From an optimization exercise on the open Yosys and OpenROAD flow, aimed at small area, a short achievable clock period and few clock cycles per item; shortcuts taken in it are not production practice. At most, simulation tests tie the RTL to the original design; equivalence was not proved. Power and IR drop assume default switching activity.

== lane 3 ==
==> module pre_processing, before the edit <==
module pre_processing (
input  [31:0] dividend,
input  [31:0] divisor,
output [4:0]  lz_a,
output [4:0]  lz_d,
output        early,
input  [4:0]  lza_reg,
input  [4:0]  lzd_reg,
input  [31:0] d,
output [4:0]  k,
output [31:0] d_shl
);
function [4:0] clz32;
	input [31:0] x;
	integer i;
	begin
		clz32 = 5'd31;
		for (i = 1; i < 32; i = i + 1)
			if (x[i]) clz32 = 5'd31 - i[4:0];
	end
endfunction
assign lz_a = clz32(dividend);
assign lz_d = clz32(divisor);
wire [7:0] d_nib;
wire [7:0] d_hi;      
wire [7:0] bad;
genvar g;
generate
	for (g = 0; g < 8; g = g + 1) begin : nib
		wire [3:0] a4 = dividend[4*g+3:4*g];
		wire [3:0] d4 = divisor[4*g+3:4*g];
		assign d_nib[g] = |d4;
		wire [3:0] above = {1'b0, d4[3], |d4[3:2], |d4[3:1]};
		assign bad[g] = |(a4 & ~above) & ~d_hi[g];
	end
endgenerate
assign d_hi[7] = 1'b0;
assign d_hi[6] = d_nib[7];
assign d_hi[5] = |d_nib[7:6];
assign d_hi[4] = |d_nib[7:5];
assign d_hi[3] = |d_nib[7:4];
assign d_hi[2] = |d_nib[7:3];
assign d_hi[1] = |d_nib[7:2];
assign d_hi[0] = |d_nib[7:1];
assign early = ~|bad;
assign k = lzd_reg - lza_reg;
wire [31:0] s0 = k[0] ? {d[30:0],  1'b0}  : d;
wire [31:0] s1 = k[1] ? {s0[29:0], 2'b0}  : s0;
wire [31:0] s2 = k[2] ? {s1[27:0], 4'b0}  : s1;
wire [31:0] s3 = k[3] ? {s2[23:0], 8'b0}  : s2;
assign d_shl   = k[4] ? {s3[15:0], 16'b0} : s3;
endmodule
==> module srt_4_div, before the edit <==
module srt_4_div#(
parameter DW = 32)(
input 				clk,
input 				rst_n,
input				start,
input[DW-1:0]		dividend,
input[DW-1:0] 		divisor,
output[DW-1:0] 		quotient,
output[DW-1:0] 		reminder,
output				divfinish,
output				diverror
);
reg st_prep, st_iter, st_fin;
reg [DW-1:0] r_reg;      
reg [DW-1:0] d_reg;      
reg [DW-1:0] q_reg;      
reg [4:0]    cnt;        
reg [4:0]    lza_reg, lzd_reg;
reg          dz_reg;
wire [4:0]    lz_a, lz_d;
wire          early;
wire [4:0]    k;
wire [DW-1:0] d_shl;
pre_processing u1 (
	.dividend(dividend),
	.divisor(divisor),
	.lz_a(lz_a),
	.lz_d(lz_d),
	.early(early),
	.lza_reg(lza_reg),
	.lzd_reg(lzd_reg),
	.d(d_reg),
	.k(k),
	.d_shl(d_shl)
);
wire [DW-1:0] diff;
wire          q_bit;
sub_bk u4 (
	.a(r_reg),
	.b(d_reg),
	.diff(diff),
	.ge(q_bit)
);
wire last = (cnt == 5'd0);
wire idle = ~(st_prep | st_iter | st_fin);
always @(posedge clk, negedge rst_n)
begin
	if (!rst_n) begin
		st_prep <= 1'b0;
		st_iter <= 1'b0;
		st_fin  <= 1'b0;
	end else begin
		st_prep <= start & ~early;
		st_iter <= st_prep | (st_iter & ~last);
		st_fin  <= (start & early) | (st_iter & last);
	end
end
always @(posedge clk)
begin
	lza_reg <= lz_a;
	lzd_reg <= lz_d;
	if (idle | (st_iter & q_bit))
		r_reg <= idle ? dividend : diff;
	if (idle)
		d_reg <= divisor;
	else if (st_prep)
		d_reg <= d_shl;
	else
		d_reg <= {1'b0, d_reg[DW-1:1]};
	q_reg <= idle ? {DW{1'b0}} : {q_reg[DW-2:0], q_bit & st_iter};
	cnt <= st_prep ? k : cnt - 5'd1;
	if (idle)
		dz_reg <= ~|divisor;
end
assign quotient  = q_reg;
assign reminder  = r_reg;
assign divfinish = st_fin;
assign diverror  = dz_reg;
endmodule
Settings: LEC_CHECK=0, CAP_MARGIN=20, CORE_MARGIN=2, CORE_UTILIZATION=60, CTS_BUF_LIST=sky130_fd_sc_hd__clkbuf_8, SLEW_MARGIN=20; clock period 10.0 ns.
standard.sh (not shown) runs the stock make flow with config.mk's settings and CLKGATE_MAP_FILE= SYNTH_SCRIPT=/design/flow/synth_recipe.tcl, a recipe that flattens the netlist after the stock synthesis.
==> flow/flow/run.sh <==
#!/bin/bash
# Standard ORFS layout (the standard.sh) with extra make variables, one
# per line in flow/args.txt: e.g. a setup repair margin aimed past the clock
# period, and the cell used for the port buffers.
set -euo pipefail
HERE=$(dirname "$0")
mapfile -t EXTRA < <(grep -v '^\s*$' "$HERE/args.txt")
bash standard.sh "${EXTRA[@]}" finish > make_finish.log 2>&1
==> flow/flow/args.txt <==
SETUP_SLACK_MARGIN=6.8
BUFFER_PORTS_ARGS=-buffer_cell sky130_fd_sc_hd__buf_1
Testbench counts of lane 3, summed over its fixed seeds: cycles 27,282, divisions 3,200.
The following lists how lane 4 was set up differently from lane 3:
diff --git a/flow/design.v b/flow/design.v
--- a/flow/design.v
+++ b/flow/design.v
@@ -9,8 +9,9 @@
 input  [4:0]  lza_reg,
 input  [4:0]  lzd_reg,
 input  [31:0] d,
+input         prep,
 output [4:0]  k,
-output [31:0] d_shl
+output [31:0] d_rot
 );
 function [4:0] clz32;
 	input [31:0] x;
@@ -46,11 +47,12 @@
 assign d_hi[0] = |d_nib[7:1];
 assign early = ~|bad;
 assign k = lzd_reg - lza_reg;
-wire [31:0] s0 = k[0] ? {d[30:0],  1'b0}  : d;
-wire [31:0] s1 = k[1] ? {s0[29:0], 2'b0}  : s0;
-wire [31:0] s2 = k[2] ? {s1[27:0], 4'b0}  : s1;
-wire [31:0] s3 = k[3] ? {s2[23:0], 8'b0}  : s2;
-assign d_shl   = k[4] ? {s3[15:0], 16'b0} : s3;
+wire [4:0]  amt = k | {5{~prep}};
+wire [31:0] s0 = amt[0] ? {d[30:0],  d[31]}     : d;
+wire [31:0] s1 = amt[1] ? {s0[29:0], s0[31:30]} : s0;
+wire [31:0] s2 = amt[2] ? {s1[27:0], s1[31:28]} : s1;
+wire [31:0] s3 = amt[3] ? {s2[23:0], s2[31:24]} : s2;
+assign d_rot   = amt[4] ? {s3[15:0], s3[31:16]} : s3;
 endmodule
 module on_the_fly_conversion;
 endmodule
@@ -76,7 +78,7 @@
 wire [4:0]    lz_a, lz_d;
 wire          early;
 wire [4:0]    k;
-wire [DW-1:0] d_shl;
+wire [DW-1:0] d_rot;
 pre_processing u1 (
 	.dividend(dividend),
 	.divisor(divisor),
@@ -86,8 +88,9 @@
 	.lza_reg(lza_reg),
 	.lzd_reg(lzd_reg),
 	.d(d_reg),
+	.prep(st_prep),
 	.k(k),
-	.d_shl(d_shl)
+	.d_rot(d_rot)
 );
 wire [DW-1:0] diff;
 wire          q_bit;
@@ -117,12 +120,7 @@
 	lzd_reg <= lz_d;
 	if (idle | (st_iter & q_bit))
 		r_reg <= idle ? dividend : diff;
-	if (idle)
-		d_reg <= divisor;
-	else if (st_prep)
-		d_reg <= d_shl;
-	else
-		d_reg <= {1'b0, d_reg[DW-1:1]};
+	d_reg <= idle ? divisor : d_rot;
 	q_reg <= idle ? {DW{1'b0}} : {q_reg[DW-2:0], q_bit & st_iter};
 	cnt <= st_prep ? k : cnt - 5'd1;
 	if (idle)
## What came out
- Taking lane 3 as 1.0, lane 4 lands at 0.926 on aggregate routed wire length.
- Lane 4 leaves less setup margin than lane 3.
- Diff lane 3 -> lane 4: routing usage on met2 shows a reduction of 3.6 points, worst setup slack after placement now sits lower.
- | power consumed by combinational cells | lane 4 vs lane 3 | about 7% higher |
Testbench counts of lane 4, summed over its fixed seeds: cycles 27,282, divisions 3,200.


The RTL this note starts from:
==> flow/design.v <==
module radix4_table;
endmodule
module pre_processing (
input  [31:0] dividend,
input  [31:0] divisor,
output [4:0]  lz_a,
output [4:0]  lz_d,
output        early,
input  [4:0]  lza_reg,
input  [4:0]  lzd_reg,
input  [31:0] d,
output [4:0]  k,
output [31:0] d_shl
);
function [4:0] clz32;
	input [31:0] x;
	integer i;
	begin
		clz32 = 5'd31;
		for (i = 1; i < 32; i = i + 1)
			if (x[i]) clz32 = 5'd31 - i[4:0];
	end
endfunction
assign lz_a = clz32(dividend);
assign lz_d = clz32(divisor);
wire [7:0] d_nib;
wire [7:0] d_hi;      
wire [7:0] bad;
genvar g;
generate
	for (g = 0; g < 8; g = g + 1) begin : nib
		wire [3:0] a4 = dividend[4*g+3:4*g];
		wire [3:0] d4 = divisor[4*g+3:4*g];
		assign d_nib[g] = |d4;
		wire [3:0] above = {1'b0, d4[3], |d4[3:2], |d4[3:1]};
		assign bad[g] = |(a4 & ~above) & ~d_hi[g];
	end
endgenerate
assign d_hi[7] = 1'b0;
assign d_hi[6] = d_nib[7];
assign d_hi[5] = |d_nib[7:6];
assign d_hi[4] = |d_nib[7:5];
assign d_hi[3] = |d_nib[7:4];
assign d_hi[2] = |d_nib[7:3];
assign d_hi[1] = |d_nib[7:2];
assign d_hi[0] = |d_nib[7:1];
assign early = ~|bad;
assign k = lzd_reg - lza_reg;
wire [31:0] s0 = k[0] ? {d[30:0],  1'b0}  : d;
wire [31:0] s1 = k[1] ? {s0[29:0], 2'b0}  : s0;
wire [31:0] s2 = k[2] ? {s1[27:0], 4'b0}  : s1;
wire [31:0] s3 = k[3] ? {s2[23:0], 8'b0}  : s2;
assign d_shl   = k[4] ? {s3[15:0], 16'b0} : s3;
endmodule
module on_the_fly_conversion;
endmodule
module srt_4_div#(
parameter DW = 32)(
input 				clk,
input 				rst_n,
input				start,
input[DW-1:0]		dividend,
input[DW-1:0] 		divisor,
output[DW-1:0] 		quotient,
output[DW-1:0] 		reminder,
output				divfinish,
output				diverror
);
reg st_prep, st_iter, st_fin;
reg [DW-1:0] r_reg;      
reg [DW-1:0] d_reg;      
reg [DW-1:0] q_reg;      
reg [4:0]    cnt;        
reg [4:0]    lza_reg, lzd_reg;
reg          dz_reg;
wire [4:0]    lz_a, lz_d;
wire          early;
wire [4:0]    k;
wire [DW-1:0] d_shl;
pre_processing u1 (
	.dividend(dividend),
	.divisor(divisor),
	.lz_a(lz_a),
	.lz_d(lz_d),
	.early(early),
	.lza_reg(lza_reg),
	.lzd_reg(lzd_reg),
	.d(d_reg),
	.k(k),
	.d_shl(d_shl)
);
wire [DW-1:0] diff;
wire          q_bit;
sub_bk u4 (
	.a(r_reg),
	.b(d_reg),
	.diff(diff),
	.ge(q_bit)
);
wire last = (cnt == 5'd0);
wire idle = ~(st_prep | st_iter | st_fin);
always @(posedge clk, negedge rst_n)
begin
	if (!rst_n) begin
		st_prep <= 1'b0;
		st_iter <= 1'b0;
		st_fin  <= 1'b0;
	end else begin
		st_prep <= start & ~early;
		st_iter <= st_prep | (st_iter & ~last);
		st_fin  <= (start & early) | (st_iter & last);
	end
end
always @(posedge clk)
begin
	lza_reg <= lz_a;
	lzd_reg <= lz_d;
	if (idle | (st_iter & q_bit))
		r_reg <= idle ? dividend : diff;
	if (idle)
		d_reg <= divisor;
	else if (st_prep)
		d_reg <= d_shl;
	else
		d_reg <= {1'b0, d_reg[DW-1:1]};
	q_reg <= idle ? {DW{1'b0}} : {q_reg[DW-2:0], q_bit & st_iter};
	cnt <= st_prep ? k : cnt - 5'd1;
	if (idle)
		dz_reg <= ~|divisor;
end
assign quotient  = q_reg;
assign reminder  = r_reg;
assign divfinish = st_fin;
assign diverror  = dz_reg;
endmodule
module sub_bk (
input  [31:0] a,
input  [31:0] b,
output [31:0] diff,
output        ge
);
wire [31:0] p0 = a ^ ~b;
wire [31:0] g0 = a & ~b;
reg [32:0] g, p;
integer i, s;
always @(*) begin
	g[0] = 1'b1;
	p[0] = 1'b0;
	for (i = 0; i < 32; i = i + 1) begin
		g[i+1] = g0[i];
		p[i+1] = p0[i];
	end
	for (s = 1; s < 64; s = s * 2)
		for (i = 2*s-1; i <= 32; i = i + 2*s) begin
			g[i] = g[i] | (p[i] & g[i-s]);
			p[i] = p[i] & p[i-s];
		end
	for (s = 32; s >= 1; s = s / 2)
		for (i = 3*s-1; i <= 32; i = i + 2*s) begin
			g[i] = g[i] | (p[i] & g[i-s]);
			p[i] = p[i] & p[i-s];
		end
end
assign diff = p0 ^ g[31:0];
assign ge   = g[32];
endmodule
Settings: LEC_CHECK=0, CAP_MARGIN=20, CORE_MARGIN=2, CORE_UTILIZATION=60, SLEW_MARGIN=20; clock period 10.0 ns.
==> flow/flow/args.txt <==
SETUP_SLACK_MARGIN=6.5
BUFFER_PORTS_ARGS=-buffer_cell sky130_fd_sc_hd__buf_1
Scripts as last shown in full above: flow/flow/run.sh
Testbench counts at the start, summed over its fixed seeds: cycles 27,282, divisions 3,200.
Change:
--- a/flow/design.v
+++ b/flow/design.v
@@ -22,36 +22,18 @@
 	end
 endfunction
 assign lz_a = clz32(dividend);
 assign lz_d = clz32(divisor);
-wire [7:0] d_nib;
-wire [7:0] d_hi;      
-wire [7:0] bad;
-genvar g;
-generate
-	for (g = 0; g < 8; g = g + 1) begin : nib
-		wire [3:0] a4 = dividend[4*g+3:4*g];
-		wire [3:0] d4 = divisor[4*g+3:4*g];
-		assign d_nib[g] = |d4;
-		wire [3:0] above = {1'b0, d4[3], |d4[3:2], |d4[3:1]};
-		assign bad[g] = |(a4 & ~above) & ~d_hi[g];
-	end
-endgenerate
-assign d_hi[7] = 1'b0;
-assign d_hi[6] = d_nib[7];
-assign d_hi[5] = |d_nib[7:6];
-assign d_hi[4] = |d_nib[7:5];
-assign d_hi[3] = |d_nib[7:4];
-assign d_hi[2] = |d_nib[7:3];
-assign d_hi[1] = |d_nib[7:2];
-assign d_hi[0] = |d_nib[7:1];
-assign early = ~|bad;
-assign k = lzd_reg - lza_reg;
-wire [31:0] s0 = k[0] ? {d[30:0],  1'b0}  : d;
-wire [31:0] s1 = k[1] ? {s0[29:0], 2'b0}  : s0;
-wire [31:0] s2 = k[2] ? {s1[27:0], 4'b0}  : s1;
-wire [31:0] s3 = k[3] ? {s2[23:0], 8'b0}  : s2;
-assign d_shl   = k[4] ? {s3[15:0], 16'b0} : s3;
+reg [31:0] d_smear;
+integer j;
+always @(*) begin
+	d_smear[31] = divisor[31];
+	for (j = 30; j >= 0; j = j - 1)
+		d_smear[j] = d_smear[j+1] | divisor[j];
+end
+assign early = ~|(dividend & ~{1'b0, d_smear[31:1]});
+assign k     = lzd_reg - lza_reg;
+assign d_shl = d << k;
 endmodule
 module on_the_fly_conversion;
 endmodule
 module srt_4_div#(
The new run completed with no timing, DRC or antenna violations; sequential power stays flat; register-to-register slack got worse by 0.15 ns; setup slack got worse by 0.23 ns; routed wire length goes up slightly; first-iteration DRC count goes up by about a fifth; synthesized cell count goes up slightly; count of clock-buffer cells in the layout goes up by 2; non-clock buffer count goes up by 11; power goes up by a few percent; die area hardly moves; core utilization goes up by 3.6 points.
For the second run of this note, only the layout was checked, not whether the RTL still works.

-- re-timing with driven ports --
No port has a modelled driver above. Below, the same layouts with a new extraction and two added sets of constraints.
Step 1, drivers: a clkbuf_16 drives clk and a buf_2 each remaining input, both assumed.
Step 2, shift: input delay + t, output delay - t, t = (earliest + latest rising clock arrival at the registers) / 2. This alone moves slack from input paths to output paths.
Slacks: ideal ports / drivers / drivers and shift; pairs: ideal ports / drivers.
run | t, ns | slack for setup (ns) | worst setup path at the end | worst data-port slew with drivers (ns)
lane 3 | 0.485 | 6.805 / 6.792 / 6.369 | input to register | 0.07
lane 4 | 0.498 | 6.764 / 6.764 / 6.312 | input to register | 0.06
the first run of note 2 | 0.469 | 6.618 / 6.643 / 6.174 | input to register | 0.03
the second run of note 2 | 0.467 | 6.392 / 6.413 / 5.946 | input to register | 0.04
After both steps every run listed still meets setup and hold. The setup slack of lane 4, which loses most, moves by 0.000 ns with the drivers and by -0.452 ns with both steps.
